Background: an optimization exercise with open tools, aiming at small area. Do not read the settings as production practice. Function was checked by simulation only, so behaviour that the tests miss may differ from the original. The flow treats the clock pin as an ideal source, which a real chip does not have. Power and IR drop assume default switching activity.

==> design.v <==
module baud_rate_generator#(
  parameter CLK_FREQ = 50_000_000,
  parameter BAUD_RATE = 1200,
  parameter SAMPLING_RATE = 16,
  parameter MAX_TICKS = (CLK_FREQ + BAUD_RATE*SAMPLING_RATE - 1) / (BAUD_RATE*SAMPLING_RATE),
  parameter COUNT_WIDTH = $clog2(MAX_TICKS)
)(
  input  wire       i_clk,
  input  wire       i_rst_n,
  input  wire [1:0] i_bd_rate,
  output wire       o_tick
);
  localparam [11:0] Z  = 12'h440;    
  localparam [11:0] S0 = 12'h700,    
                    S1 = 12'h748,    
                    S2 = 12'h402,    
                    S3 = 12'h708;    
  reg [11:0] max_state;
  reg [11:0] counter;
  always @(*) begin
    case (i_bd_rate)
      2'b00:   max_state = S0;
      2'b01:   max_state = S1;
      2'b10:   max_state = S2;
      default: max_state = S3;
    endcase
  end
  assign o_tick = (counter == max_state);
  wire fb = counter[11] ^ counter[8] ^ counter[6] ^ counter[5] ^ ~|counter[10:0];
  always @(posedge i_clk, negedge i_rst_n) begin
    if(!i_rst_n)
      counter <= Z;
    else if(o_tick)
      counter <= Z;
    else
      counter <= {counter[10:0], fb};
  end
endmodule
module fifo#(
  parameter WIDTH = 8,
  parameter DEPTH = 8
)(
  input wire              i_clk,
  input wire              i_rst_n,
  input wire  [WIDTH-1:0] i_wr_data,
  input wire              i_wr,
  input wire              i_rd,
  output wire [WIDTH-1:0] o_rd_data,
  output wire             o_full,
  output wire             o_empty
);
  localparam AW = $clog2(DEPTH);
  reg [WIDTH-1:0] mem [0:DEPTH-1];
  reg [AW:0] wr_ptr, rd_ptr;
  assign o_full  = (wr_ptr[AW] != rd_ptr[AW]) && (wr_ptr[AW-1:0] == rd_ptr[AW-1:0]);
  assign o_empty = (rd_ptr == wr_ptr);
  wire do_wr = i_wr && (!o_full || i_rd);
  wire do_rd = i_rd && (!o_empty || i_wr);
  always @(posedge i_clk) begin
    if(do_wr)
      mem[wr_ptr[AW-1:0]] <= i_wr_data;
  end
  always @(posedge i_clk, negedge i_rst_n) begin
    if(!i_rst_n)
      wr_ptr <= 'b0;
    else if(do_wr)
      wr_ptr <= wr_ptr + 1'b1;
  end
  always @(posedge i_clk, negedge i_rst_n) begin
    if(!i_rst_n)
      rd_ptr <= 'b0;
    else if(do_rd)
      rd_ptr <= rd_ptr + 1'b1;
  end
  reg [WIDTH-1:0] rd_data;
  integer i;
  always @(*) begin
    rd_data = {WIDTH{1'b0}};
    for (i = 0; i < DEPTH; i = i + 1)
      rd_data = rd_data | (mem[i] & {WIDTH{rd_ptr[AW-1:0] == i}});
  end
  assign o_rd_data = rd_data;
endmodule
module rx#(
  parameter DBITS = 8,
  parameter SBITS = 2,
  parameter SAMPLING_RATE = 16
)(
  input  wire             i_clk,
  input  wire             i_rst_n,
  input  wire             i_rx,
  input  wire             i_s_tick,
  input  wire             i_d_num,
  input  wire             i_s_num,
  input  wire [1:0]       i_par,
  output wire [2:0]       o_err,         
  output wire             o_rx_done,
  output wire [DBITS-1:0] o_rx_data
);
  localparam [2:0]  IDLE  = 3'b000,
                    START = 3'b001,
                    DATA  = 3'b010,
                    PRTY  = 3'b011,
                    STOP  = 3'b100;
  reg stop_err, start_err, parity_err;
  reg stop_check, start_check, parity_check;
  reg [2:0] state_reg, state_next;
  reg [4:0] s_reg, s_next;
  reg [$clog2(DBITS)-1:0] n_reg, n_next;
  reg [DBITS-1:0] b_reg, b_next;
  reg rx_done;
  wire [3:0] s_step = {s_reg[2:0], s_reg[3] ^ s_reg[2] ^ ~|s_reg[2:0]};
  wire s_end  = (s_reg[3:0] == 4'd13);                           
  wire sb_end = s_end & (s_reg[4] != i_s_num);
  wire [4:0] s_inc = {(state_reg == STOP) & (s_reg[4] ^ (s_reg[3:0] == 4'd8)), s_step};   
  wire [2:0] n_step = {n_reg[1:0], n_reg[2] ^ n_reg[1] ^ ~|n_reg[1:0]};
  wire n_last = (n_reg == (i_d_num ? 3'd4 : 3'd6));            
  assign o_err = {stop_err, parity_err, start_err};
  always @(posedge i_clk, negedge i_rst_n) begin
    if(!i_rst_n)
      start_err <= 1'b0;
    else if(start_check)
      start_err <= i_rx;
  end
  always @(posedge i_clk, negedge i_rst_n) begin
    if(!i_rst_n)
      stop_err <= 1'b0;
    else if(stop_check)
      stop_err <= ~i_rx;
  end
  always @(posedge i_clk, negedge i_rst_n) begin
    if(!i_rst_n)
      parity_err <= 1'b0;
    else if(parity_check)
      parity_err <= ^(b_reg[DBITS-1:1]) ^ (i_d_num & b_reg[0]) ^ i_rx ^ ~i_par[0];
  end
  always @(posedge i_clk, negedge i_rst_n) begin
    if(!i_rst_n) begin
      state_reg <= IDLE;
      b_reg[DBITS-1] <= 1'b0;
    end
    else begin
      state_reg <= state_next;
      b_reg[DBITS-1] <= b_next[DBITS-1];
    end
  end
  always @(posedge i_clk) begin
    s_reg <= s_next;
    n_reg <= n_next;
    b_reg[DBITS-2:0] <= b_next[DBITS-2:0];
  end
  always @(*) begin
    state_next = state_reg;
    s_next = s_reg;
    n_next = n_reg;
    b_next = b_reg;
    rx_done = 1'b0;
    start_check = 1'b0;
    parity_check = 1'b0;
    stop_check = 1'b0;
    case (state_reg)
      IDLE: begin
        s_next = 0;
        if(!i_rx)
          state_next = START;
      end
      START: begin
        if(i_s_tick) begin
          s_next = s_inc;
          if(s_end) begin
            state_next = DATA;
            start_check = 1'b1;
            n_next = 0;
          end
        end
      end
      DATA: begin
        if(i_s_tick) begin
          s_next = s_inc;
          if(s_end) begin
            b_next = {i_rx, b_reg[DBITS-1:1]};
            if(n_last) begin
              state_next = ^(i_par)? PRTY : STOP;
            end
            else begin
              n_next = n_step;
            end
          end
        end
      end
      PRTY: begin
        if(i_s_tick) begin
          s_next = s_inc;
          if(s_end) begin
            parity_check = 1'b1;
            state_next = STOP;
          end
        end
      end
      STOP: begin
        if(i_s_tick) begin
          s_next = s_inc;
          if(sb_end) begin
            state_next = IDLE;
            stop_check = 1'b1;
            rx_done = 1'b1;
          end
        end
      end
      default: begin
        state_next = IDLE;
      end
    endcase
  end
  assign o_rx_data = i_d_num? b_reg : {1'b0, b_reg[DBITS-1:1]};
  assign o_rx_done = rx_done;
endmodule
module tx#(
  parameter DBITS = 8,
  parameter SBITS = 2,
  parameter SAMPLING_RATE = 16
)(
  input  wire             i_clk,
  input  wire             i_rst_n,
  input  wire             i_tx_start,
  input  wire [DBITS-1:0] i_tx_data,
  input  wire             i_s_tick,
  input  wire             i_d_num,         
  input  wire             i_s_num,         
  input  wire [1:0]       i_par,           
  output wire             o_tx_done,
  output wire             o_tx
);
  localparam [2:0]  IDLE  = 3'b000,
                    START = 3'b001,
                    DATA  = 3'b010,
                    PRTY  = 3'b011,
                    STOP  = 3'b100;
  reg pbit;
  reg [2:0] state_reg, state_next;
  reg [4:0] s_reg, s_next;
  reg [2:0] n_reg, n_next;
  reg n_wrap, n_wrap_next;
  reg tx_reg, tx_next;
  reg tx_done;
  reg dbit;
  wire [3:0] s_step  = {s_reg[2:0], s_reg[3] ^ s_reg[2] ^ ~|s_reg[2:0]};
  wire       s_last  = (s_reg[3:0] == 4'd8);                    
  wire       sb_last = s_last & (s_reg[4] == i_s_num);
  wire [4:0] s_inc   = {(state_reg == STOP) & (s_reg[4] ^ s_last), s_step};
  wire [2:0] n_step  = {n_reg[1:0], n_reg[2] ^ n_reg[1] ^ ~|n_reg[1:0]};
  wire       n_7     = (n_reg == 3'd4);                         
  wire       n_last  = i_d_num ? n_7 : (n_reg == 3'd6);         
  always @(*) begin
    case (n_reg)
      3'd0:    dbit = i_tx_data[0];
      3'd1:    dbit = i_tx_data[1];
      3'd2:    dbit = i_tx_data[2];
      3'd5:    dbit = i_tx_data[3];
      3'd3:    dbit = i_tx_data[4];
      3'd7:    dbit = i_tx_data[5];
      3'd6:    dbit = i_tx_data[6];
      default: dbit = i_tx_data[7];
    endcase
  end
  always @(*) begin
    pbit = ^(i_tx_data[DBITS-2:0]) ^ (i_d_num & i_tx_data[DBITS-1]) ^ ~i_par[0];
  end
  always @(posedge i_clk, negedge i_rst_n) begin
    if(!i_rst_n) begin
      state_reg <= IDLE;
      tx_reg <= 1'b1;
    end
    else begin
      state_reg <= state_next;
      tx_reg <= tx_next;
    end
  end
  always @(posedge i_clk) begin
    s_reg <= s_next;
    n_reg <= n_next;
    n_wrap <= n_wrap_next;
  end
  always @(*) begin
    state_next = state_reg;
    s_next = s_reg;
    n_next = n_reg;
    n_wrap_next = n_wrap;
    tx_next = 1'b1;
    tx_done = 1'b0;
    case(state_reg)
      IDLE: begin
        tx_next = 1'b1;
        s_next = 0;
        if(i_tx_start)
          state_next = START;
      end
      START: begin
        tx_next = 1'b0;
        if(i_s_tick) begin
          s_next = s_inc;
          if(s_last) begin
            state_next = DATA;
            n_next = 0;
            n_wrap_next = 1'b0;
          end
        end
      end
      DATA: begin
        tx_next = dbit & ~n_wrap;
        if(i_s_tick) begin
          s_next = s_inc;
          if(s_last) begin
            if(n_last) begin
              state_next = ^(i_par)? PRTY : STOP;
            end
            else begin
              n_next = n_step;
              if(n_7)
                n_wrap_next = 1'b1;
            end
          end
        end
      end
      PRTY: begin
        tx_next = pbit;
        if(i_s_tick) begin
          s_next = s_inc;
          if(s_last) begin
            state_next = STOP;
          end
        end
      end
      STOP: begin
        tx_next = 1'b1;
        if(i_s_tick) begin
          s_next = s_inc;
          if(sb_last) begin
            tx_done = 1'b1;
            state_next = IDLE;
          end
        end
      end
      default: begin
        state_next = IDLE;
      end
    endcase
  end
  assign o_tx = tx_reg;
  assign o_tx_done = tx_done;
endmodule
module uart#(
  parameter CLK_FREQ = 50_000_000,
  parameter BAUD_RATE = 1200,
  parameter SAMPLING_RATE = 16,
  parameter DBITS = 8,
  parameter SBITS = 2,
  parameter FIFO_DEPTH = 8
)(
  input  wire             i_clk,
  input  wire             i_rst_n,
  input  wire             i_wr_uart,
  input  wire             i_rd_uart,
  input  wire [DBITS-1:0] i_wr_data,
  input  wire [1:0]       i_bd_rate,
  input  wire             i_d_num,
  input  wire             i_s_num,
  input  wire [1:0]       i_par,
  input  wire             i_rx,
  output wire             o_tx,
  output wire             o_rx_empty,
  output wire             o_tx_full,
  output wire             o_rx_full,
  output wire [2:0]       o_err,
  output wire [DBITS-1:0] o_rd_data
);
  wire s_tick;
  wire [DBITS-1:0] tx_fifo_rd_data;
  wire [DBITS-1:0] rx_fifo_wr_data;
  wire tx_fifo_empty, tx_fifo_not_empty;
  wire tx_fifo_rd;
  wire rx_fifo_wr;
  assign tx_fifo_not_empty = ~tx_fifo_empty;
  baud_rate_generator#(
    .CLK_FREQ(CLK_FREQ),
    .BAUD_RATE(BAUD_RATE),
    .SAMPLING_RATE(SAMPLING_RATE)
  ) baud_rate_generator_u(
    .i_clk(i_clk),
    .i_rst_n(i_rst_n),
    .i_bd_rate(i_bd_rate),
    .o_tick(s_tick)
  );
  fifo#(
    .WIDTH(DBITS),
    .DEPTH(FIFO_DEPTH)
  ) tx_fifo(
    .i_clk(i_clk),
    .i_rst_n(i_rst_n),
    .i_wr_data(i_wr_data),
    .i_wr(i_wr_uart),
    .i_rd(tx_fifo_rd),
    .o_rd_data(tx_fifo_rd_data),
    .o_full(o_tx_full),
    .o_empty(tx_fifo_empty)
  );
  tx#(
    .DBITS(DBITS),
    .SBITS(SBITS),
    .SAMPLING_RATE(SAMPLING_RATE)
  ) tx_u(
    .i_clk(i_clk),
    .i_rst_n(i_rst_n),
    .i_tx_start(tx_fifo_not_empty),
    .i_tx_data(tx_fifo_rd_data),
    .i_s_tick(s_tick),
    .i_d_num(i_d_num),
    .i_s_num(i_s_num),
    .i_par(i_par),
    .o_tx_done(tx_fifo_rd),
    .o_tx(o_tx)
  );
  fifo#(
    .WIDTH(DBITS),
    .DEPTH(FIFO_DEPTH)
  ) rx_fifo(
    .i_clk(i_clk),
    .i_rst_n(i_rst_n),
    .i_wr_data(rx_fifo_wr_data),
    .i_wr(rx_fifo_wr),
    .i_rd(i_rd_uart),
    .o_rd_data(o_rd_data),
    .o_full(o_rx_full),
    .o_empty(o_rx_empty)
  );
  rx#(
    .DBITS(DBITS),
    .SBITS(SBITS),
    .SAMPLING_RATE(SAMPLING_RATE)
  ) rx_u(
    .i_clk(i_clk),
    .i_rst_n(i_rst_n),
    .i_rx(i_rx),
    .i_s_tick(s_tick),
    .i_d_num(i_d_num),
    .i_s_num(i_s_num),
    .i_par(i_par),
    .o_err(o_err),
    .o_rx_done(rx_fifo_wr),
    .o_rx_data(rx_fifo_wr_data)
  );
endmodule
==> flow/run.sh <==
#!/bin/bash
# The standard layout, changed in three ways that leave the design and
# its registers as the standard synthesis makes them:
#  - synthesis maps the logic with an area-oriented ABC script
#    (flow/abc_area.script) instead of ORFS's speed script; everything else
#    in synthesis (synth_recipe.tcl and ORFS's synth.tcl) is unchanged;
#  - each port gets a buf_1 instead of ORFS's default port buffer;
#  - the clock tree uses clkbuf_8 buffers and no dummy balancing loads.
set -euo pipefail
HERE=$PWD
rm -rf "$HERE/orfs_scripts"
cp -r "$FLOW_HOME/scripts" "$HERE/orfs_scripts"
cp "$HERE/flow/abc_area.script" "$HERE/orfs_scripts/abc_speed.script"
bash standard.sh SCRIPTS_DIR="$HERE/orfs_scripts" synth > "$HERE/synth.log" 2>&1
export BUFFER_PORTS_ARGS="-buffer_cell sky130_fd_sc_hd__buf_1"
export CTS_ARGS="-sink_clustering_enable -repair_clock_nets -dont_use_dummy_load -buf_list {sky130_fd_sc_hd__clkbuf_8}"
bash standard.sh > "$HERE/standard.log" 2>&1
==> flow/abc_area.script <==
strash
&get -n
&deepsyn -T 30 -S 1
&put
dch -f
&get -n
&nf -R 1000
&put
topo
==> standard.sh <==
#!/bin/bash
# synth_recipe.tcl (not shown) runs the flow's synth.tcl, then flattens the netlist and writes it again
# the make line also repeats each setting of config.mk as NAME=value (left out here)
make -C /OpenROAD-flow-scripts/flow DESIGN_CONFIG=/design/flow/config.mk WORK_HOME=/design/flow/orfs CLKGATE_MAP_FILE= SYNTH_SCRIPT=/design/flow/synth_recipe.tcl "${@:-finish}"
==> config.mk <==
export PLATFORM = sky130hd
export DESIGN_NAME = uart
export DESIGN_NICKNAME = uart
export VERILOG_FILES = /design/flow/design.v
export SDC_FILE = /design/flow/constraint.sdc
export NUM_CORES = 4
export LEC_CHECK = 0
export CAP_MARGIN = 20
export CORE_MARGIN = 2
export CORE_UTILIZATION = 70
export SLEW_MARGIN = 20
==> constraint.sdc <==
create_clock -name core_clock -period 20.0 [get_ports {i_clk}]
set_input_delay 4.0000 -clock core_clock [delete_from_list [all_inputs] [get_ports {i_clk}]]
set_output_delay 4.0000 -clock core_clock [all_outputs]
set_load 0.01 [all_outputs]
==> results.txt, run 1 <==
status - no timing/DRC/antenna violations
Multi-input gate area - 2220 sq um
drt via density - 6.56
largest net degree at the start of global routing - 40
first-pass GRT wire length - 24,300 um
share of cells above drive strength 1 - 4.55%
Final Max Slew Viols - 0
Achievable Freq - 130 MHz
worst setup path class - in2reg
Hold Vio Cnt, Final - 0
Avg WL per Cell - 22.3 um
Gate Count Post-Synth - 529
Hold Path Depth - 0
core area - 10,900 sq um
final worst path period need - 7.69 ns
most common cell after layout, fill and taps aside - edfxtp_1
CTS tree - done
CP endpoint kind - flip-flop
H-tree lvl count - 4
GR Util All Layers - 28.5%
Slowest-stage cell, CP - a21oi_1
clk slew on worst S/H paths - 0.08 ns
LEAKAGE - 0.00292 uW
CP Buf/Inv Count - 2
critical path depth - 11
drt drc - 0
worst r2r dst - rx_fifo.mem[2][3]
syn nets - 565
Layout Cells excl Fill - 712
Worst-Skew Late Latency - 0.44 ns
number of top-level pins - 34
Detailed Route Iter0 Violations - 510
Syn Std Cell Area - 7840 sq um
router iterations before antenna repair - 8
Rel. slew slack - 40.6%
Via Count - 4,673
diode count - 0
post-CTS resize count - 0
Setup violations, final - 0
CP Data Required Time - 20.07 ns
Synth Warn # - 4
die span in y - 110 um
Place WS - 11.65 ns
number of port buffers - 33
HP Start - baud_rate_generator_u.counter[4]
Die ar. - 12,100 sq um
Initial Util - 72.0%
Synth cell types - 42
startpoint type of the worst setup path - input port
cts hold-fix bufs - 0
max-cap viol count - 0
FILL cells - 662
total detailed-routing wirelength - 15,900 um
Power Density - 97.6 nW/um^2
row count - 38
clk_skew - 0.0240 ns
CP max stage delay - 0.71 ns
nets - 610
Chip Width - 110 um
worst path cell trace - buf_1 -> clkinv_1 -> o21ai_0 -> nor4bb_1 -> o2111ai_1 -> a21oi_1 -> nand4b_1 -> nor3_1 -> o31ai_1 -> or2_0 -> nor2_1
clock tree sinks - 191
FF-to-FF setup slack - 15.49 ns
Worst R2R Path Depth - 9
total CTS buffers - 17
Hold Path Class - reg2reg
gpl congestion - 0.881
initial antenna violation count - 0
DP Wirelength - 11,200 um
WHS Endpoint - baud_rate_generator_u.counter[5]
vias in the first global route - 4,571
Top FF cell, synth - edfxtp_1
Fin Setup TNS - 0 ns
Post-synth ARST share - 20.4%
fin crit share - 38.4%
# Post-CTS Setup Buffers - 0
worst vdd ir - 94.2 uV
EDFF count, synth - 152
launch point of the worst reg-to-reg path - baud_rate_generator_u.counter[5]
worst-margin pin slew - 0.881 ns
Overflow after GRT - 0
register area share after synthesis - 70.7%
Largest delay share family, worst path - simple AND/OR/NAND/NOR gates
CP max FO - 10
Yosys reg bits - 191
Layout area overhead - 6.65%
RSZ-0062 raised after global routing - false
Final ANT Viol Nets - 0
Register Area - 5540 sq um
final setup margin - 12.31 ns
syn avg cell area - 14.8 sq um
critical path arrival - 7.76 ns
CTS max path bufs - 2
root buf cell - clkbuf_8
most frequent cells in the layout - edfxtp_1 (152), dfrtp_1 (36), nor2_1 (34)
Inst Count DP - 695
## stage by stage
step	total power [uW]	hold slack, ns	utilization (%)	area (sq um)
5_1_grt	851	0.383	76.8	8370
2_1_floorplan	579	0.421	-	7840
3_3_place_gp	631	0.349	74.5	8110
3_5_place_dp	636	0.362	74.5	8110
4_1_cts	817	0.370	76.6	8340
6_report	816	0.369	76.8	8370
## final cells by class
class / instances / area share [%]
clock buffer: 17 / 2.80
sequential: 191 / 66.3
inverter: 19 / 0.853
timing repair buffer: 33 / 1.50
multi-input combinational: 312 / 26.5
tap: 140 / 2.09
## cells by family after synthesis
| logic type | Yosys count | synth area share (%) |
|---|---|---|
| xor+xnor | 41 | 4.58 |
| fa+ha+maj | 18 | 2.84 |
| simple gates | 147 | 9.52 |
| buf+inv | 26 | 1.39 |
| mux | 15 | 2.11 |
| compound gates | 91 | 8.89 |
| flops | 191 | 70.7 |
## where the power goes
| group | internal [uW] | switching, uW | total (uW) |
|---|---|---|---|
| clock network | 75.3 | 109 | 184 |
| registers | 457 | 23.4 | 480 |
| logic | 56.6 | 95.0 | 152 |
| total | 589 | 227 | 816 |
## synthesized netlist by cell type (all sizes together) (2+ instances only)
master / instances / area, sq um
a211oi: 3 / 22.5
a21oi: 11 / 55.1
a222oi: 32 / 320
a22oi: 16 / 120
and2: 12 / 75.1
and3: 10 / 62.6
buf: 7 / 37.5
clkinv: 19 / 71.3
dfrtp: 36 / 901
dfstp: 3 / 78.8
edfxtp: 152 / 4560
ha: 17 / 213
mux2: 12 / 135
mux2i: 3 / 30.0
nand2: 24 / 90.1
nand2b: 11 / 68.8
nand3: 13 / 65.1
nand4: 3 / 18.8
nor2: 34 / 128
nor2b: 15 / 93.8
nor3: 16 / 80.1
o211ai: 2 / 15.0
o21a: 3 / 22.5
o21ai: 16 / 80.1
o22ai: 2 / 12.5
or2: 3 / 18.8
xnor2: 25 / 219
xor2: 16 / 140
## routing by layer
layer	vias up	GRT usage (%)	part of all wire [%]
met4	0	10.8	1.8
met3	22	6.94	7.8
li1	2120	-	-
met1	2305	35.9	38
met5	-	0	0
met2	226	47.9	52
## how the worst max path moves through the flow
stage	start	to	slack [ns]
2_1_floorplan	i_bd_rate[0]	rx_fifo.mem[0][0]	12.86
3_3_place_gp	i_bd_rate[0]	rx_fifo.mem[0][1]	12.01
3_5_place_dp	i_bd_rate[0]	rx_fifo.mem[0][5]	11.65
4_1_cts	i_bd_rate[0]	rx_fifo.mem[0][5]	12.10
5_1_grt	i_bd_rate[0]	rx_fifo.mem[2][5]	11.92
6_report	i_bd_rate[0]	rx_fifo.mem[2][3]	12.31
==> run 2, diff against run 1 <==
--- a/flow/run.sh
+++ b/flow/run.sh
@@ -14,4 +14,4 @@
 bash standard.sh SCRIPTS_DIR="$HERE/orfs_scripts" synth > "$HERE/synth.log" 2>&1
 export BUFFER_PORTS_ARGS="-buffer_cell sky130_fd_sc_hd__buf_1"
-export CTS_ARGS="-sink_clustering_enable -repair_clock_nets -dont_use_dummy_load -buf_list {sky130_fd_sc_hd__clkbuf_8}"
+export CTS_ARGS="-sink_clustering_enable -repair_clock_nets -dont_use_dummy_load -buf_list {sky130_fd_sc_hd__clkbuf_8} -sink_clustering_size 24 -sink_clustering_max_diameter 80 -sink_clustering_levels 1"
 bash standard.sh > "$HERE/standard.log" 2>&1
==> run 2 against run 1 <==
Non-clock buffer count is the same. Cell count is the same. Still clean on timing, DRC and antenna. Die area is the same. Synthesized cell count is the same. Design area is the same. Hold slack is the same. Critical endpoint unchanged.
==> results.txt, run 2 <==
status - no timing/DRC/antenna violations (unchanged)
CP max FO - 10 (unchanged)
router iterations before antenna repair - 8 (unchanged)
syn nets - 565 (unchanged)
register area share after synthesis - 70.7% (unchanged)
Top FF cell, synth - edfxtp_1 (unchanged)
cts hold-fix bufs - 0 (unchanged)
core area - 10,900 sq um (unchanged)
root buf cell - clkbuf_8 (unchanged)
clk_skew - 0.0240 ns (unchanged)
Synth cell types - 42 (unchanged)
row count - 38 (unchanged)
Achievable Freq - 130 MHz (unchanged)
final hold slack - 0.369 ns (unchanged)
vias in the first global route - 4,571 (unchanged)
worst vdd ir - 94.2 uV (unchanged)
GR Util All Layers - 28.5% (unchanged)
CP endpoint kind - flip-flop (unchanged)
number of port buffers - 33 (unchanged)
LEAKAGE - 0.00292 uW (unchanged)
nets - 610 (unchanged)
Hold Path Class - reg2reg (unchanged)
Seq pwr share - 58.9% (about the same)
Setup violations, final - 0 (unchanged)
top cells by count, synth - edfxtp_1 (152), dfrtp_1 (36), nor2_1 (34) (unchanged)
max-cap viol count - 0 (unchanged)
post-synth top area share - 58.2% (unchanged)
critical path arrival - 7.76 ns (about the same)
largest net degree at the start of global routing - 40 (unchanged)
# Post-CTS Setup Buffers - 0 (unchanged)
Avg WL per Cell - 22.3 um (unchanged)
most frequent cell after synthesis - edfxtp_1 (unchanged)
Slowest-stage cell, CP - a21oi_1 (unchanged)
total CTS buffers - 17 (unchanged)
diode count - 0 (unchanged)
drt drc - 0 (unchanged)
die span in y - 110 um (unchanged)
CTS tree - done (unchanged)
gpl congestion - 0.881 (unchanged)
Worst-Skew Late Latency - 0.44 ns (about the same)
drt via density - 6.56 (unchanged)
post-CTS resize count - 0 (unchanged)
EDFF count, synth - 152 (unchanged)
number of top-level pins - 34 (unchanged)
initial antenna violation count - 0 (unchanged)
Layout area overhead - 6.65% (unchanged)
Synth Warn # - 4 (unchanged)
Yosys top cell by area - edfxtp_1 (unchanged)
CTS max path bufs - 2 (unchanged)
Hold Vio Cnt, Final - 0 (unchanged)
switching power of the nets - 227 uW (unchanged)
most common cell after layout, fill and taps aside - edfxtp_1 (unchanged)
Via Count - 4,673 (unchanged)
switching share of power - 27.9% (unchanged)
startpoint type of the worst setup path - input port (unchanged)
worst setup path class - in2reg (unchanged)
syn avg cell area - 14.8 sq um (unchanged)
DP Wirelength - 11,200 um (unchanged)
Post-synth ARST share - 20.4% (unchanged)
CP max stage delay - 0.71 ns (about the same)
most frequent cells in the layout - edfxtp_1 (152), dfrtp_1 (36), nor2_1 (34) (unchanged)
RSZ-0062 raised after global routing - false (unchanged)
Chip Width - 110 um (unchanged)
total detailed-routing wirelength - 15,900 um (unchanged)
Comb pwr share - 18.6% (about the same)
worst path cell trace - buf_1 -> clkinv_1 -> o21ai_0 -> nor4bb_1 -> o2111ai_1 -> a21oi_1 -> nand4b_1 -> nor3_1 -> o31ai_1 -> or2_0 -> nor2_1 (unchanged)
first-pass GRT wire length - 24,300 um (unchanged)
share of cells above drive strength 1 - 4.55% (unchanged)
Layout Cells excl Fill - 712 (unchanged)
Final ANT Viol Nets - 0 (unchanged)
fin crit share - 38.4% (unchanged)
Place WS - 11.65 ns (unchanged)
Gate Count Post-Synth - 529 (unchanged)
CP Data Required Time - 20.07 ns (about the same)
Power Density - 97.6 nW/um^2 (unchanged)
Final Max Slew Viols - 0 (unchanged)
Initial Util - 72.0% (unchanged)
Detailed Route Iter0 Violations - 510 (unchanged)
Internal Pwr Total - 589 uW (unchanged)
Area contributors post-synth - edfxtp_1 (58%), dfrtp_1 (11%), a222oi_1 (4.1%) (unchanged)
H-tree lvl count - 4 (unchanged)
clock share of power - 22.6% (about the same)
Yosys reg bits - 191 (unchanged)
clock tree sinks - 191 (unchanged)
Rel. slew slack - 40.6% (unchanged)
Fin Setup TNS - 0 ns (unchanged)
Inst Count DP - 695 (unchanged)
final worst path period need - 7.69 ns (unchanged)
Die ar. - 12,100 sq um (unchanged)
worst-margin pin slew - 0.881 ns (unchanged)
final setup margin - 12.31 ns (unchanged)
Syn Std Cell Area - 7840 sq um (unchanged)
clk slew on worst S/H paths - 0.08 ns (about the same)
Overflow after GRT - 0 (unchanged)
==> run 2: logic make-up (layout without fill, tap and decap cells) <==
logic type	count (synthesis)	count (layout)	synth area share, %
buffers and inverters	26	69	1.39
xor gates and xnor gates	41	41	4.58
adders and majority gates	18	18	2.84
muxes	15	15	2.11
and+or+nand+nor	147	147	9.52
DFF	191	191	70.7
AOI/OAI and AO/OA	91	91	8.89
==> run 2: power groups by stage <==
| stage | Clock, uW | Combinational (uW) | Sequential (uW) |
|---|---|---|---|
| after floorplan | 0 | 99.9 | 479 |
| after global placement | 0 | 146 | 485 |
| after detailed placement | 0 | 149 | 487 |
| after CTS | 187 | 151 | 479 |
| after global routing | 201 | 168 | 482 |
| final | 184 | 152 | 480 |
==> run 2: final timing paths <==
kind | startpoint | end | slack [ns] | depth (start not counted)
max | i_bd_rate[0] | rx_fifo.mem[2][3] | 12.31 | 11
min | baud_rate_generator_u.counter[4] | baud_rate_generator_u.counter[5] | 0.37 | 0
max reg2reg | baud_rate_generator_u.counter[5] | rx_fifo.mem[2][3] | 15.49 | 9
min reg2reg | baud_rate_generator_u.counter[4] | baud_rate_generator_u.counter[5] | 0.37 | 0
max in group asynchronous | i_rst_n | rx_fifo.rd_ptr[1] | 15.75 | 1
min in group asynchronous | i_rst_n | tx_fifo.rd_ptr[0] | 3.67 | 1
==> run 2: layout make-up <==
type | instances | area [sq um]
inverters | 19 | 71.3
repair buffers | 33 | 125
clock buffers | 17 | 234
fillers | 662 | 2520
flip-flops and latches | 191 | 5540
multi-input cells | 312 | 2220
well taps | 140 | 175
==> run 2: metal layers <==
layer  vias up  part of all wire, %  track usage (%)
met2       226                   52             47.9
met5         -                    0                0
met3        22                  7.8             6.94
met1      2305                   38             35.9
li1       2120                    -                -
met4         0                  1.8             10.8
==> run 2: critical path: cells and delay by family <==
family                 cells  cell delay [ns]
AOI/OAI and AO/OA          4             1.36
and+or+nand+nor            5             2.21
buffers and inverters      2             0.17
==> run 2: per-stage QoR <==
stage | power (uW) | cell area [sq um] | utilization, %
after floorplan | 579 | 7840 | -
after global placement | 631 | 8110 | 74.5
after detailed placement | 636 | 8110 | 74.5
after CTS | 817 | 8340 | 76.6
after global routing | 851 | 8370 | 76.8
final | 816 | 8370 | 76.8
==> run 3, diff against run 2 <==
--- a/flow/run.sh
+++ b/flow/run.sh
@@ -6,5 +6,7 @@
 #    in synthesis (synth_recipe.tcl and ORFS's synth.tcl) is unchanged;
 #  - each port gets a buf_1 instead of ORFS's default port buffer;
-#  - the clock tree uses clkbuf_8 buffers and no dummy balancing loads.
+#  - the clock tree is built by flow/cts_tree.tcl (run as ORFS's
+#    PRE_CTS_TCL hook): one root buffer and 11 leaf buffers over k-means
+#    clusters of the flip-flops, instead of TritonCTS's 17-buffer H-tree.
 set -euo pipefail
 HERE=$PWD
@@ -14,4 +16,5 @@
 bash standard.sh SCRIPTS_DIR="$HERE/orfs_scripts" synth > "$HERE/synth.log" 2>&1
 export BUFFER_PORTS_ARGS="-buffer_cell sky130_fd_sc_hd__buf_1"
-export CTS_ARGS="-sink_clustering_enable -repair_clock_nets -dont_use_dummy_load -buf_list {sky130_fd_sc_hd__clkbuf_8} -sink_clustering_size 24 -sink_clustering_max_diameter 80 -sink_clustering_levels 1"
+export PRE_CTS_TCL="$HERE/flow/cts_tree.tcl"
+export CTS_ARGS="-dont_use_dummy_load -buf_list {sky130_fd_sc_hd__clkbuf_8}"
 bash standard.sh > "$HERE/standard.log" 2>&1
==> flow/cts_tree.tcl (new file) <==
# Builds the clock tree by hand: the clock port drives one root buffer, which
# drives NLEAF leaf buffers, each driving one cluster of flip-flops. The
# clusters come from k-means on the flip-flop positions, with sizes kept
# near-equal so every leaf sees a similar load.
proc mytree_build {nleaf rootm leafm} {
  set db [ord::get_db]
  set block [ord::get_db_block]
  set clk [$block findNet i_clk]
  set sinks {}
  foreach it [$clk getITerms] {
    set inst [$it getInst]
    set bb [$inst getBBox]
    lappend sinks [list $it [expr {([$bb xMin] + [$bb xMax]) / 2.0}] [expr {([$bb yMin] + [$bb yMax]) / 2.0}]]
  }
  set n [llength $sinks]
  set cap [expr {int(ceil(double($n) / $nleaf))}]
  # initial centres: sinks sorted by x then split, seeded along a grid
  set sorted [lsort -real -index 1 $sinks]
  set centres {}
  for {set k 0} {$k < $nleaf} {incr k} {
    set s [lindex $sorted [expr {int(($k + 0.5) * $n / $nleaf)}]]
    lappend centres [list [lindex $s 1] [lindex $s 2]]
  }
  for {set iter 0} {$iter < 30} {incr iter} {
    # capacitated assignment: greedily give each sink its nearest centre
    # with room, sinks taken in order of how much they prefer their best
    set prefs {}
    set i 0
    foreach s $sinks {
      set ds {}
      set k 0
      foreach c $centres {
        set dx [expr {[lindex $s 1] - [lindex $c 0]}]
        set dy [expr {[lindex $s 2] - [lindex $c 1]}]
        lappend ds [list $k [expr {abs($dx) + abs($dy)}]]
        incr k
      }
      set ds [lsort -real -index 1 $ds]
      set gap [expr {[lindex $ds 1 1] - [lindex $ds 0 1]}]
      lappend prefs [list $i $gap $ds]
      incr i
    }
    set prefs [lsort -real -decreasing -index 1 $prefs]
    for {set k 0} {$k < $nleaf} {incr k} { set cnt($k) 0 }
    array unset asg
    foreach p $prefs {
      foreach d [lindex $p 2] {
        set k [lindex $d 0]
        if {$cnt($k) < $cap} { set asg([lindex $p 0]) $k; incr cnt($k); break }
      }
    }
    set newc {}
    for {set k 0} {$k < $nleaf} {incr k} { set sx($k) 0.0; set sy($k) 0.0 }
    set i 0
    foreach s $sinks {
      set k $asg($i)
      set sx($k) [expr {$sx($k) + [lindex $s 1]}]
      set sy($k) [expr {$sy($k) + [lindex $s 2]}]
      incr i
    }
    for {set k 0} {$k < $nleaf} {incr k} {
      if {$cnt($k) > 0} {
        lappend newc [list [expr {$sx($k) / $cnt($k)}] [expr {$sy($k) / $cnt($k)}]]
      } else {
        lappend newc [lindex $centres $k]
      }
    }
    set centres $newc
  }
  set rm [$db findMaster $rootm]
  set lm [$db findMaster $leafm]
  # root at the centre of the leaf centres
  set rx 0.0; set ry 0.0
  foreach c $centres { set rx [expr {$rx + [lindex $c 0]}]; set ry [expr {$ry + [lindex $c 1]}] }
  set rx [expr {int($rx / $nleaf)}]; set ry [expr {int($ry / $nleaf)}]
  set root [odb::dbInst_create $block $rm "clkbuf_root"]
  $root setLocation $rx $ry
  $root setPlacementStatus PLACED
  set rnet [odb::dbNet_create $block "clknet_root"]
  $rnet setSigType CLOCK
  [$root findITerm A] connect $clk
  [$root findITerm X] connect $rnet
  for {set k 0} {$k < $nleaf} {incr k} {
    set c [lindex $centres $k]
    set leaf [odb::dbInst_create $block $lm "clkbuf_leaf_$k"]
    $leaf setLocation [expr {int([lindex $c 0])}] [expr {int([lindex $c 1])}]
    $leaf setPlacementStatus PLACED
    set net($k) [odb::dbNet_create $block "clknet_leaf_$k"]
    $net($k) setSigType CLOCK
    [$leaf findITerm A] connect $rnet
    [$leaf findITerm X] connect $net($k)
  }
  set i 0
  foreach s $sinks {
    set it [lindex $s 0]
    $it disconnect
    $it connect $net($asg($i))
    incr i
  }
  for {set k 0} {$k < $nleaf} {incr k} { puts "mytree: leaf $k drives $cnt($k) flip-flops" }
}

set mytree_nleaf 11
mytree_build $mytree_nleaf sky130_fd_sc_hd__clkbuf_8 sky130_fd_sc_hd__clkbuf_8
set_propagated_clock [all_clocks]
estimate_parasitics -placement
for {set k 0} {$k < $mytree_nleaf} {incr k} {
  set slew [get_property [get_pins clkbuf_leaf_$k/X] slew_max]
  puts "mytree: leaf $k output slew $slew ns"
  if {$slew > 0.110} {
    replace_cell [get_cells clkbuf_leaf_$k] sky130_fd_sc_hd__clkbuf_16
    puts "mytree: leaf $k upsized to clkbuf_16"
  }
}
set mytree_nets [list i_clk clknet_root]
for {set k 0} {$k < $mytree_nleaf} {incr k} { lappend mytree_nets clknet_leaf_$k }
set_cts_config -skip_nets $mytree_nets
==> run 3 against run 2 <==
Critical path depth stayed put. Hold slack gained 0.0094 ns. Global-route usage down 1.6 points. Clock skew is 0.0023 ns higher. Via count grew 0.79%. Clock power is about 10% lower. Routed wire length is essentially flat. Sequential power hardly changed.
==> results.txt, run 3 <==
status - no timing/DRC/antenna violations (unchanged)
Overflow after GRT - 0 (unchanged)
Yosys reg bits - 191 (unchanged)
number of top-level pins - 34 (unchanged)
CP Buf/Inv Count - 2 (unchanged)
Hold Path Depth - 0 (unchanged)
Synth cell types - 42 (unchanged)
# Post-CTS Setup Buffers - 0 (unchanged)
final worst path period need - 7.62 ns (was 7.69 ns)
cts hold-fix bufs - 0 (unchanged)
final hold slack - 0.378 ns (was 0.369 ns)
Register Area - 5540 sq um (unchanged)
diode count - 0 (unchanged)
post-CTS resize count - 0 (unchanged)
Worst-Skew Late Latency - 0.45 ns (was 0.44 ns)
worst vdd ir - 83.9 uV (was 94.2 uV)
Chip Width - 110 um (unchanged)
total detailed-routing wirelength - 15,900 um (about the same)
worst-margin pin slew - 0.902 ns (was 0.881 ns)
CP endpoint kind - flip-flop (unchanged)
Syn Std Cell Area - 7840 sq um (unchanged)
Post-Synth Simple-Gate Area - 9.52% (unchanged)
Place WS - 11.65 ns (unchanged)
drt drc - 0 (unchanged)
Power Density - 95.7 nW/um^2 (was 97.6 nW/um^2)
launch point of the worst reg-to-reg path - baud_rate_generator_u.counter[5] (unchanged)
CP Data Required Time - 20.08 ns (was 20.07 ns)
worst path cell trace - buf_1 -> clkinv_1 -> o21ai_0 -> nor4bb_1 -> o2111ai_1 -> a21oi_1 -> nand4b_1 -> nor3_1 -> o31ai_1 -> or2_0 -> nor2_1 (unchanged)
critical path arrival - 7.70 ns (was 7.76 ns)
top cells by count, synth - edfxtp_1 (152), dfrtp_1 (36), nor2_1 (34) (unchanged)
Area contributors post-synth - edfxtp_1 (58%), dfrtp_1 (11%), a222oi_1 (4.1%) (unchanged)
EDFF count, synth - 152 (unchanged)
Largest delay share family, worst path - simple AND/OR/NAND/NOR gates (unchanged)
Synth Warn # - 4 (unchanged)
final setup margin - 12.38 ns (was 12.31 ns)
most frequent cells in the layout - edfxtp_1 (152), dfrtp_1 (36), nor2_1 (34) (unchanged)
final core utilization - 76.3% (was 76.8%)
Detailed Route Iter0 Violations - 485 (was 510)
most frequent cell after synthesis - edfxtp_1 (unchanged)
GR Util All Layers - 26.9% (was 28.5%)
post-synthesis compound-gate area fraction - 8.88% (unchanged)
Hold Path Class - reg2reg (unchanged)
nets - 605 (was 610)
fin crit share - 38.1% (was 38.4%)
first-pass GRT wire length - 24,100 um (was 24,300 um)
syn nets - 565 (unchanged)
largest family of logic cells by synthesized area - simple AND/OR/NAND/NOR gates (unchanged)
clk_skew - 0.0264 ns (was 0.0240 ns)
worst r2r dst - rx_fifo.mem[2][3] (unchanged)
syn avg cell area - 14.8 sq um (unchanged)
Worst R2R Path Depth - 9 (unchanged)
mux cell area share after synthesis - 2.11% (unchanged)
Slowest-stage cell, CP - a21oi_1 (unchanged)
Post-synth ARST share - 20.4% (unchanged)
Post-Synth Adder-Cell Area - 2.84% (unchanged)
FILL cells - 672 (was 662)
router iterations before antenna repair - 8 (unchanged)
largest net degree at the start of global routing - 40 (unchanged)
Avg WL per Cell - 22.4 um (was 22.3 um)
CP max FO - 10 (unchanged)
FF-to-FF setup slack - 15.57 ns (was 15.49 ns)
Setup violations, final - 0 (unchanged)
register area share after synthesis - 70.7% (unchanged)
RSZ-0062 raised after global routing - false (unchanged)
Hold Vio Cnt, Final - 0 (unchanged)
die span in y - 110 um (unchanged)
row count - 38 (unchanged)
clk slew on worst S/H paths - 0.09 ns (was 0.08 ns)
XOR/XNOR Fraction of Synth Area - 4.58% (unchanged)
Multi-input gate area - 2220 sq um (unchanged)
Initial Util - 72.0% (unchanged)
WHS Endpoint - baud_rate_generator_u.counter[5] (unchanged)
Die ar. - 12,100 sq um (unchanged)
LEAKAGE - 0.00289 uW (was 0.00292 uW)
CP max stage delay - 0.71 ns (about the same)
most common cell after layout, fill and taps aside - edfxtp_1 (unchanged)
Via Count - 4,710 (was 4,673)
initial antenna violation count - 0 (unchanged)
share of cells above drive strength 1 - 3.70% (was 4.55%)
drt via density - 6.66 (was 6.56)
max-cap viol count - 0 (unchanged)
Final Max Slew Viols - 0 (unchanged)
DP Wirelength - 11,200 um (unchanged)
core area - 10,900 sq um (unchanged)
HP Start - baud_rate_generator_u.counter[4] (unchanged)
Gate Count Post-Synth - 529 (unchanged)
number of port buffers - 33 (unchanged)
startpoint type of the worst setup path - input port (unchanged)
worst setup path class - in2reg (unchanged)
vias in the first global route - 4,562 (was 4,571)
Top FF cell, synth - edfxtp_1 (unchanged)
Yosys top cell by area - edfxtp_1 (unchanged)
Rel. slew slack - 39.9% (was 40.6%)
Achievable Freq - 131 MHz (was 130 MHz)
Final ANT Viol Nets - 0 (unchanged)
Layout area overhead - 5.92% (was 6.65%)
post-synth top area share - 58.2% (unchanged)
gpl congestion - 0.881 (unchanged)
Fin Setup TNS - 0 ns (unchanged)
## run 3: per-stage QoR
| stage | std cells | total power, uW | cell area [sq um] |
|---|---|---|---|
| floorplan | 529 | 579 | 7840 |
| global placement | 695 | 631 | 8110 |
| detailed placement | 695 | 636 | 8110 |
| CTS | 707 | 795 | 8280 |
| global route | 707 | 828 | 8310 |
| finish | 707 | 795 | 8310 |
## run 3: logic make-up after synthesis
logic type	count (synthesis)
DFF	191
and+or+nand+nor	147
AOI/OAI and AO/OA	91
xor gates and xnor gates	41
buffers and inverters	26
adders and majority gates	18
muxes	15
## run 3: power by group
group	total (uW)	internal [uW]	leakage, uW	switching [uW]
registers	480	457	0.00190	23.0
clock network	165	58.3	0.0000914	107
logic	151	56.4	0.000890	94.3
## run 3: metal layers
metal	up-vias	global-route usage (%)	share of wire [%]
met3	34	2.73	5.9
met1	2366	35.3	40
met4	0	8.05	3.0
li1	2113	-	-
met5	-	0	0
met2	197	47.7	51
## run 3: worst register-to-register path, stage by stage, from the launching register on
cell       delay [ns]
dfrtp_1          0.41
or3_1            0.37
nor3_1           0.22
o2111ai_1        0.20
a21oi_1          0.71
nand4b_1         0.41
nor3_1           0.52
o31ai_1          0.28
or2_0            0.38
nor2_1           0.58
## run 3: how the worst max path moves through the flow
stage                            start  slack (ns)  cells after the start                end
after floorplan           i_bd_rate[0]       12.86                     10  rx_fifo.mem[0][0]
after global placement    i_bd_rate[0]       12.01                     11  rx_fifo.mem[0][1]
after detailed placement  i_bd_rate[0]       11.65                     11  rx_fifo.mem[0][5]
after CTS                 i_bd_rate[0]       12.09                     11  rx_fifo.mem[0][3]
after global routing      i_bd_rate[0]       11.91                     11  rx_fifo.mem[2][3]
final                     i_bd_rate[0]       12.38                     11  rx_fifo.mem[2][3]
## run 3: cell type report
cell class,count,share of cell area (%)
timing repair buffer,33,1.51
inverter,19,0.858
tap,140,2.11
sequential,191,66.7
buffer,12,2.12
multi-input combinational,312,26.7
==> run 4, diff against run 3 <==
--- a/flow/run.sh
+++ b/flow/run.sh
@@ -3,6 +3,8 @@
 # its registers as the standard synthesis makes them:
 #  - synthesis maps the logic with an area-oriented ABC script
-#    (flow/abc_area.script) instead of ORFS's speed script; everything else
-#    in synthesis (synth_recipe.tcl and ORFS's synth.tcl) is unchanged;
+#    (flow/abc_area.script) instead of ORFS's speed script, and leaves
+#    adders to ABC instead of mapping them to half/full-adder cells first
+#    (ADDER_MAP_FILE empty); everything else in synthesis (synth_recipe.tcl
+#    and ORFS's synth.tcl) is unchanged;
 #  - each port gets a buf_1 instead of ORFS's default port buffer;
 #  - the clock tree is built by flow/cts_tree.tcl (run as ORFS's
@@ -14,5 +16,5 @@
 cp -r "$FLOW_HOME/scripts" "$HERE/orfs_scripts"
 cp "$HERE/flow/abc_area.script" "$HERE/orfs_scripts/abc_speed.script"
-bash standard.sh SCRIPTS_DIR="$HERE/orfs_scripts" synth > "$HERE/synth.log" 2>&1
+bash standard.sh SCRIPTS_DIR="$HERE/orfs_scripts" ADDER_MAP_FILE= synth > "$HERE/synth.log" 2>&1
 export BUFFER_PORTS_ARGS="-buffer_cell sky130_fd_sc_hd__buf_1"
 export PRE_CTS_TCL="$HERE/flow/cts_tree.tcl"
==> run 4 against run 3 <==
Still clean. Sequential share of layout area grew 0.30 points. Core utilization about the same. Clock skew is 0.0066 ns lower. Routed wire length increased by 1.3%. Combinational power shrank 32%. Register-to-register slack improved by 0.65 ns. Die area shrank 0.78%. Cell count grew 0.85%. First-iteration DRC count decreased by 3.5%. Critical endpoint is now rx_fifo.mem[0][7].
==> results.txt, run 4 <==
Rel. slew slack - 26.9% (was 39.9%)
number of top-level pins - 34 (unchanged)
Synth cell types - 44 (was 42)
Fin Setup TNS - 0 ns (unchanged)
CP Data Required Time - 20.06 ns (was 20.08 ns)
Gate Count Post-Synth - 533 (was 529)
vias in the first global route - 4,545 (was 4,562)
Worst-Skew Late Latency - 0.43 ns (was 0.45 ns)
startpoint type of the worst setup path - input port (unchanged)
share of cells above drive strength 1 - 4.36% (was 3.70%)
Top FF cell, synth - edfxtp_1 (unchanged)
fin crit share - 34.9% (was 38.1%)
CP max FO - 13 (was 10)
Overflow after GRT - 0 (unchanged)
register area share after synthesis - 71.3% (was 70.7%)
Chip Width - 109 um (was 110 um)
Hold Path Class - reg2reg (unchanged)
CP endpoint kind - flip-flop (unchanged)
worst r2r dst - rx_fifo.mem[0][7] (was rx_fifo.mem[2][3])
initial antenna violation count - 0 (unchanged)
Hold Path Depth - 0 (unchanged)
LEAKAGE - 0.00282 uW (was 0.00289 uW)
CP Buf/Inv Count - 2 (unchanged)
final core utilization - 76.3% (about the same)
worst-margin pin slew - 1.09 ns (was 0.902 ns)
Avg WL per Cell - 22.5 um (was 22.4 um)
FF-to-FF setup slack - 16.22 ns (was 15.57 ns)
HP Start - baud_rate_generator_u.counter[4] (unchanged)
RSZ-0062 raised after global routing - false (unchanged)
critical path arrival - 7.04 ns (was 7.70 ns)
Detailed Route Iter0 Violations - 468 (was 485)
worst setup path class - in2reg (unchanged)
total detailed-routing wirelength - 16,100 um (was 15,900 um)
post-CTS resize count - 0 (unchanged)
Initial Util - 71.8% (was 72.0%)
diode count - 0 (unchanged)
launch point of the worst reg-to-reg path - baud_rate_generator_u.counter[0] (was baud_rate_generator_u.counter[5])
number of port buffers - 33 (unchanged)
Achievable Freq - 143 MHz (was 131 MHz)
Layout area overhead - 6.30% (was 5.92%)
Synth Warn # - 4 (unchanged)
worst vdd ir - 72.1 uV (was 83.9 uV)
most frequent cell after synthesis - edfxtp_1 (unchanged)
Final ANT Viol Nets - 0 (unchanged)
# Post-CTS Setup Buffers - 0 (unchanged)
clk slew on worst S/H paths - 0.10 ns (was 0.09 ns)
CP max stage delay - 0.84 ns (was 0.71 ns)
syn nets - 552 (was 565)
gpl congestion - 0.919 (was 0.881)
Yosys top cell by area - edfxtp_1 (unchanged)
Slowest-stage cell, CP - nor3_1 (was a21oi_1)
status - no timing/DRC/antenna violations (unchanged)
drt drc - 0 (unchanged)
most frequent cells in the layout - edfxtp_1 (152), a22oi_1 (48), dfrtp_1 (36) (was edfxtp_1 (152), dfrtp_1 (36), nor2_1 (34))
top cells by count, synth - edfxtp_1 (152), a22oi_1 (48), dfrtp_1 (36) (was edfxtp_1 (152), dfrtp_1 (36), nor2_1 (34))
Final Max Slew Viols - 0 (unchanged)
Via Count - 4,738 (was 4,710)
FILL cells - 664 (was 672)
Setup violations, final - 0 (unchanged)
Yosys reg bits - 191 (unchanged)
Die ar. - 12,000 sq um (was 12,100 sq um)
most common cell after layout, fill and taps aside - edfxtp_1 (unchanged)
die span in y - 109 um (was 110 um)
cts hold-fix bufs - 0 (unchanged)
clk_skew - 0.0198 ns (was 0.0264 ns)
DP Wirelength - 11,300 um (was 11,200 um)
syn avg cell area - 14.6 sq um (was 14.8 sq um)
Syn Std Cell Area - 7780 sq um (was 7840 sq um)
Post-synth ARST share - 20.4% (unchanged)
drt via density - 6.65 (was 6.66)
nets - 594 (was 605)
final worst path period need - 6.98 ns (was 7.62 ns)
Hold Vio Cnt, Final - 0 (unchanged)
GR Util All Layers - 27.9% (was 26.9%)
EDFF count, synth - 152 (unchanged)
worst path cell trace - buf_1 -> nand2b_1 -> nor4b_1 -> a31oi_1 -> a2111oi_2 -> buf_4 -> nand2_1 -> nor3_1 -> o31a_1 -> nand2b_1 -> nor3_1 (was buf_1 -> clkinv_1 -> o21ai_0 -> nor4bb_1 -> o2111ai_1 -> a21oi_1 -> nand4b_1 -> nor3_1 -> o31ai_1 -> or2_0 -> nor2_1)
first-pass GRT wire length - 25,400 um (was 24,100 um)
post-synth top area share - 58.7% (was 58.2%)
Area contributors post-synth - edfxtp_1 (59%), dfrtp_1 (12%), a22oi_1 (4.6%) (was edfxtp_1 (58%), dfrtp_1 (11%), a222oi_1 (4.1%))
row count - 38 (unchanged)
WHS Endpoint - baud_rate_generator_u.counter[5] (unchanged)
max-cap viol count - 0 (unchanged)
core area - 10,800 sq um (was 10,900 sq um)
largest net degree at the start of global routing - 40 (unchanged)
Worst R2R Path Depth - 9 (unchanged)
router iterations before antenna repair - 5 (was 8)
Largest delay share family, worst path - simple AND/OR/NAND/NOR gates (unchanged)
Power Density - 92.7 nW/um^2 (was 95.7 nW/um^2)
-- run 4: cell count changes after synthesis, moves of 8 or more --
cell / delta
ha_1: -17
a22o_1: +8
a22oi_1: +32
a222oi_1: -32
-- run 4: worst reg2reg max path: stages, from the launching register on --
cell and delay [ns]:
dfrtp_1 0.40, nor4_1 0.36, o21ai_0 0.18, a2111oi_2 0.29, buf_4 0.25, nand2_1 0.19, nor3_1 0.43, o31a_1 0.34
nand2b_1 0.13, nor3_1 0.84
-- run 4: cell type report --
| class | count | area [sq um] | share of cell area, % |
|---|---|---|---|
| tap | 140 | 175 | 2.12 |
| multi-input combinational | 323 | 2190 | 26.5 |
| timing repair buffer | 35 | 140 | 1.69 |
| sequential | 191 | 5540 | 67.0 |
| inverter | 12 | 45.0 | 0.545 |
| buffer | 12 | 176 | 2.13 |
-- run 4: layer usage --
metal	GRT usage [%]	part of all wire (%)
met4	5.88	2.2
met5	0	0
met3	2.55	6.6
met2	48.1	52
met1	39.5	40
-- run 4: power breakdown --
part,switching [uW],internal (uW)
sequential,27.2,472
combinational,65.4,37.9
clock,106,58.4
-- run 4: worst max-delay path by stage --
stage / start / slack (ns) / cells past startpoint / endpoint
after floorplan: i_bd_rate[0] / 11.84 / 9 / rx_fifo.mem[1][0]
after global placement: i_bd_rate[0] / 12.76 / 11 / rx_fifo.mem[5][1]
after detailed placement: i_bd_rate[0] / 12.55 / 11 / rx_fifo.mem[5][2]
after CTS: i_bd_rate[0] / 13.01 / 11 / rx_fifo.mem[5][4]
after global routing: i_bd_rate[0] / 12.73 / 11 / rx_fifo.mem[0][1]
final: i_bd_rate[0] / 13.02 / 11 / rx_fifo.mem[0][7]
-- run 4: stage by stage --
step	hold slack (ns)	setup slack [ns]	power [uW]	std cells	instance area, sq um
detailed placement	0.362	12.55	610	701	8060
CTS	0.385	13.01	768	713	8240
floorplan	0.429	11.84	574	533	7780
global route	0.399	12.73	798	713	8270
finish	0.391	13.02	766	713	8270
global placement	0.360	12.76	603	701	8060
-- run 4: cells by family (layout without fill, tap and decap cells) --
kind of cell    after synthesis  in the layout  synth area share (%)
compound gates              115            115                  10.5
xor+xnor                     44             44                  4.95
flops                       191            191                  71.3
mux                           9              9                  1.29
fa+ha+maj                     2              2                 0.257
buf+inv                      19             59                  1.06
simple gates                153            153                  10.7
==> run 5, diff against run 4 <==
--- a/design.v
+++ b/design.v
@@ -106,5 +106,5 @@
   reg stop_check, start_check, parity_check;
   reg [2:0] state_reg, state_next;
-  reg [4:0] s_reg, s_next;
+  reg [3:0] s_reg, s_next;
   reg [$clog2(DBITS)-1:0] n_reg, n_next;
   reg [DBITS-1:0] b_reg, b_next;
@@ -112,6 +112,6 @@
   wire [3:0] s_step = {s_reg[2:0], s_reg[3] ^ s_reg[2] ^ ~|s_reg[2:0]};
   wire s_end  = (s_reg[3:0] == 4'd13);                           
-  wire sb_end = s_end & (s_reg[4] != i_s_num);
-  wire [4:0] s_inc = {(state_reg == STOP) & (s_reg[4] ^ (s_reg[3:0] == 4'd8)), s_step};   
+  wire sb_end = s_end & (n_reg[0] != i_s_num);
+  wire s_15   = (s_reg == 4'd8);                                
   wire [2:0] n_step = {n_reg[1:0], n_reg[2] ^ n_reg[1] ^ ~|n_reg[1:0]};
   wire n_last = (n_reg == (i_d_num ? 3'd4 : 3'd6));            
@@ -167,5 +167,5 @@
       START: begin
         if(i_s_tick) begin
-          s_next = s_inc;
+          s_next = s_step;
           if(s_end) begin
             state_next = DATA;
@@ -177,9 +177,10 @@
       DATA: begin
         if(i_s_tick) begin
-          s_next = s_inc;
+          s_next = s_step;
           if(s_end) begin
             b_next = {i_rx, b_reg[DBITS-1:1]};
             if(n_last) begin
               state_next = ^(i_par)? PRTY : STOP;
+              n_next = 0;
             end
             else begin
@@ -191,5 +192,5 @@
       PRTY: begin
         if(i_s_tick) begin
-          s_next = s_inc;
+          s_next = s_step;
           if(s_end) begin
             parity_check = 1'b1;
@@ -200,5 +201,5 @@
       STOP: begin
         if(i_s_tick) begin
-          s_next = s_inc;
+          s_next = s_step;
           if(sb_end) begin
             state_next = IDLE;
@@ -206,4 +207,6 @@
             rx_done = 1'b1;
           end
+          else if(s_15)
+            n_next[0] = ~n_reg[0];
         end
       end
@@ -239,5 +242,5 @@
   reg pbit;
   reg [2:0] state_reg, state_next;
-  reg [4:0] s_reg, s_next;
+  reg [3:0] s_reg, s_next;
   reg [2:0] n_reg, n_next;
   reg n_wrap, n_wrap_next;
@@ -247,6 +250,5 @@
   wire [3:0] s_step  = {s_reg[2:0], s_reg[3] ^ s_reg[2] ^ ~|s_reg[2:0]};
   wire       s_last  = (s_reg[3:0] == 4'd8);                    
-  wire       sb_last = s_last & (s_reg[4] == i_s_num);
-  wire [4:0] s_inc   = {(state_reg == STOP) & (s_reg[4] ^ s_last), s_step};
+  wire       sb_last = s_last & (n_reg[0] == i_s_num);
   wire [2:0] n_step  = {n_reg[1:0], n_reg[2] ^ n_reg[1] ^ ~|n_reg[1:0]};
   wire       n_7     = (n_reg == 3'd4);                         
@@ -299,5 +301,5 @@
         tx_next = 1'b0;
         if(i_s_tick) begin
-          s_next = s_inc;
+          s_next = s_step;
           if(s_last) begin
             state_next = DATA;
@@ -310,8 +312,9 @@
         tx_next = dbit & ~n_wrap;
         if(i_s_tick) begin
-          s_next = s_inc;
+          s_next = s_step;
           if(s_last) begin
             if(n_last) begin
               state_next = ^(i_par)? PRTY : STOP;
+              n_next = 0;
             end
             else begin
@@ -326,5 +329,5 @@
         tx_next = pbit;
         if(i_s_tick) begin
-          s_next = s_inc;
+          s_next = s_step;
           if(s_last) begin
             state_next = STOP;
@@ -335,9 +338,11 @@
         tx_next = 1'b1;
         if(i_s_tick) begin
-          s_next = s_inc;
+          s_next = s_step;
           if(sb_last) begin
             tx_done = 1'b1;
             state_next = IDLE;
           end
+          else if(s_last)
+            n_next[0] = ~n_reg[0];
         end
       end
==> flow/abc_area.script (replaced) <==
strash
&get -n
&deepsyn -T 30 -S 1
&put
dch -f
&get -n
&nf -R 1000
&put
strash
&get -n
&deepsyn -T 30 -S 1
&put
dch -f
&get -n
&nf -R 1000
&put
topo
==> run 5 against run 4 <==
Flip-flop and latch count fell by 2. Synthesized cell count is 2.1% higher. Design area down 0.74%. Critical endpoint is now rx_fifo.mem[6][5]. Critical path type unchanged. Still clean on timing, DRC and antenna. Hold slack worse by 0.0048 ns. Register-to-register slack got worse by 0.50 ns. Power grew 7.6%. Area after synthesis down 0.47%. Core utilization decreased by 0.23 points.
==> results.txt, run 5 <==
status - no timing/DRC/antenna violations (unchanged)
startpoint type of the worst setup path - input port (unchanged)
critical path arrival - 7.36 ns (was 7.04 ns)
CP Data Required Time - 20.07 ns (was 20.06 ns)
final hold slack - 0.386 ns (was 0.391 ns)
Die ar. - 11,900 sq um (was 12,000 sq um)
Hold Path Depth - 0 (unchanged)
nets - 605 (was 594)
WHS Endpoint - baud_rate_generator_u.counter[5] (unchanged)
Area contributors post-synth - edfxtp_1 (58%), dfrtp_1 (12%), a22oi_1 (5.6%) (was edfxtp_1 (59%), dfrtp_1 (12%), a22oi_1 (4.6%))
Inst Count DP - 711 (was 701)
worst-margin pin slew - 1.06 ns (was 1.09 ns)
Hold Path Class - reg2reg (unchanged)
total detailed-routing wirelength - 15,700 um (was 16,100 um)
Avg WL per Cell - 21.7 um (was 22.5 um)
post-route cell area - 8210 sq um (was 8270 sq um)
launch point of the worst reg-to-reg path - baud_rate_generator_u.counter[0] (unchanged)
gpl congestion - 0.908 (was 0.919)
worst setup path class - in2reg (unchanged)
row count - 38 (unchanged)
register area share after synthesis - 70.8% (was 71.3%)
Yosys top cell by area - edfxtp_1 (unchanged)
top cells by count, synth - edfxtp_1 (150), a22oi_1 (58), nor2_1 (37) (was edfxtp_1 (152), a22oi_1 (48), dfrtp_1 (36))
Synth cell types - 44 (unchanged)
Place WS - 12.22 ns (was 12.55 ns)
FF-to-FF setup slack - 15.72 ns (was 16.22 ns)
first-pass GRT wire length - 24,200 um (was 25,400 um)
LEAKAGE - 0.00276 uW (was 0.00282 uW)
Final Max Slew Viols - 0 (unchanged)
Layout Cells excl Fill - 724 (was 713)
DP Wirelength - 11,200 um (was 11,300 um)
RSZ-0062 raised after global routing - false (unchanged)
switching power of the nets - 243 uW (was 198 uW)
drt drc - 0 (unchanged)
Top FF cell, synth - edfxtp_1 (unchanged)
worst vdd ir - 71.5 uV (was 72.1 uV)
Final ANT Viol Nets - 0 (unchanged)
die span in y - 109 um (about the same)
share of cells above drive strength 1 - 3.94% (was 4.36%)
HP Start - baud_rate_generator_u.counter[4] (unchanged)
Achievable Freq - 137 MHz (was 143 MHz)
router iterations before antenna repair - 5 (unchanged)
Power Density - 100 nW/um^2 (was 92.7 nW/um^2)
diode count - 0 (unchanged)
Worst-Skew Late Latency - 0.44 ns (was 0.43 ns)
Post-synth ARST share - 20.6% (was 20.4%)
Worst R2R Path Depth - 7 (was 9)
Hold Vio Cnt, Final - 0 (unchanged)
Fin Setup TNS - 0 ns (unchanged)
vias in the first global route - 4,448 (was 4,545)
placed cell areas - 8010 sq um (was 8060 sq um)
Initial Util - 71.7% (was 71.8%)
Rel. slew slack - 29.2% (was 26.9%)
post-synth top area share - 58.2% (was 58.7%)
syn nets - 563 (was 552)
Layout area overhead - 6.01% (was 6.30%)
Detailed Route Iter0 Violations - 486 (was 468)
clock share of power - 19.0% (was 21.4%)
met2 wire len - 7790 um (was 8270 um)
largest net degree at the start of global routing - 40 (unchanged)
met3 routed WL - 1030 um (was 1050 um)
Max Used Layer - met4 (unchanged)
worst r2r dst - rx_fifo.mem[6][5] (was rx_fifo.mem[0][7])
number of port buffers - 33 (unchanged)
number of top-level pins - 34 (unchanged)
post-CTS resize count - 0 (unchanged)
cts hold-fix bufs - 0 (unchanged)
CP max FO - 14 (was 13)
Seq pwr share - 59.9% (was 65.1%)
Overflow after GRT - 0 (unchanged)
Gate Count Post-Synth - 544 (was 533)
most frequent cells in the layout - edfxtp_1 (150), a22oi_1 (58), nor2_1 (37) (was edfxtp_1 (152), a22oi_1 (48), dfrtp_1 (36))
Setup violations, final - 0 (unchanged)
final setup margin - 12.72 ns (was 13.02 ns)
EDFF count, synth - 150 (was 152)
most common cell after layout, fill and taps aside - edfxtp_1 (unchanged)
initial antenna violation count - 0 (unchanged)
Via Count - 4,774 (was 4,738)
syn avg cell area - 14.2 sq um (was 14.6 sq um)
fin crit share - 36.4% (was 34.9%)
Syn Std Cell Area - 7740 sq um (was 7780 sq um)
drt via density - 6.59 (was 6.65)
max-cap viol count - 0 (unchanged)
switching share of power - 29.5% (was 25.9%)
Synth Warn # - 4 (unchanged)
Yosys reg bits - 189 (was 191)
core area - 10,800 sq um (about the same)
Chip Width - 109 um (about the same)
Internal Pwr Total - 581 uW (was 568 uW)
clk slew on worst S/H paths - 0.10 ns (about the same)
CP endpoint kind - flip-flop (unchanged)
clk_skew - 0.00890 ns (was 0.0198 ns)
# Post-CTS Setup Buffers - 0 (unchanged)
final worst path period need - 7.28 ns (was 6.98 ns)
Comb pwr share - 21.1% (was 13.5%)
most frequent cell after synthesis - edfxtp_1 (unchanged)
GR Util All Layers - 27.1% (was 27.9%)
Metal-1 WL - 6510 um (was 6380 um)
-- run 5: worst max path at each step --
stage	start	to	slack, ns	cells past startpoint
3_5_place_dp	i_bd_rate[0]	rx_fifo.mem[2][0]	12.22	9
5_1_grt	i_bd_rate[0]	tx_fifo.mem[7][1]	12.37	11
2_1_floorplan	i_bd_rate[1]	rx_fifo.mem[2][0]	13.15	8
3_3_place_gp	i_bd_rate[0]	tx_fifo.mem[0][2]	12.54	10
6_report	i_bd_rate[0]	rx_fifo.mem[6][5]	12.72	9
4_1_cts	i_bd_rate[0]	rx_fifo.mem[2][6]	12.68	9
-- run 5: logic make-up (layout without fill, tap and decap cells) --
kind of cell    Yosys count  in the layout  share of synthesized area, %
compound gates          106            106                          9.71
xor+xnor                 46             46                          5.20
buf+inv                  22             62                          1.21
flops                   189            189                          70.8
mux                      10             10                          1.44
simple gates            171            171                          11.6
-- run 5: layer usage --
layer  global-route usage (%)  up-vias
met5                        0        -
met4                     6.06        0
met3                     2.99       27
met2                     46.0      217
met1                     38.7     2373
li1                         -     2157
-- run 5: power groups by stage --
stage	registers, uW	logic, uW	clock network (uW)
2_1_floorplan	491	121	0
3_3_place_gp	499	168	0
3_5_place_dp	501	172	0
4_1_cts	492	173	160
5_1_grt	498	194	174
6_report	494	174	157
-- run 5: area by class of cell --
class,count,area [sq um]
sequential,189,5480
tap,140,175
fill,669,2580
inverter,15,56.3
timing repair buffer,35,138
multi-input combinational,333,2190
buffer,12,165
-- run 5: worst max-delay path, cell delays in order --
cell and delay [ns]:
buf_1 0.11, nor2b_1 0.15, a22o_1 0.17, o2111a_1 0.20
nand4_1 0.48, nor4_1 0.78, o31ai_1 0.25, or2_0 0.38
nor3_1 0.83
-- run 5: metrics by stage --
stage | total power (uW) | util [%]
after floorplan | 612 | -
after global placement | 667 | 74.3
after detailed placement | 673 | 74.3
after CTS | 825 | 75.8
after global routing | 866 | 76.1
final | 825 | 76.1

[static timing again, ports no longer ideal]
The results above use ideal ports. As a check the final layouts listed here were re-extracted and re-timed, cells and wires unchanged.
Step 1: set_driving_cell puts a clkbuf_16 on i_clk and a buf_2 on each other input, an assumption about the parent block.
Step 2 adds t to the input delays and takes it off the output delays; t is the mean of the earliest and latest rising clock arrival at the registers after step 1. Input paths then give back, and output paths get back, about the clock's delay inside the block.
Three values: ideal, step 1, step 2; two values: the first two.
run | t, ns | slack for setup (ns) | latest minus earliest clock arrival (ns) | cell pins on the clock port's net
run 1 | 0.466 | 12.312 / 12.320 / 11.854 | 0.024 / 0.024 | 1
run 2 | 0.466 | 12.312 / 12.320 / 11.854 | 0.024 / 0.024 | 1
run 3 | 0.470 | 12.375 / 12.386 / 11.916 | 0.026 / 0.026 | 1
run 4 | 0.457 | 13.024 / 13.037 / 12.581 | 0.021 / 0.021 | 1
run 5 | 0.473 | 12.715 / 12.732 / 12.260 | 0.011 / 0.011 | 1
After both steps setup and hold are still met in every run listed. The setup slack of run 3, which loses most, moves by +0.011 ns with the drivers and by -0.459 ns with both steps.
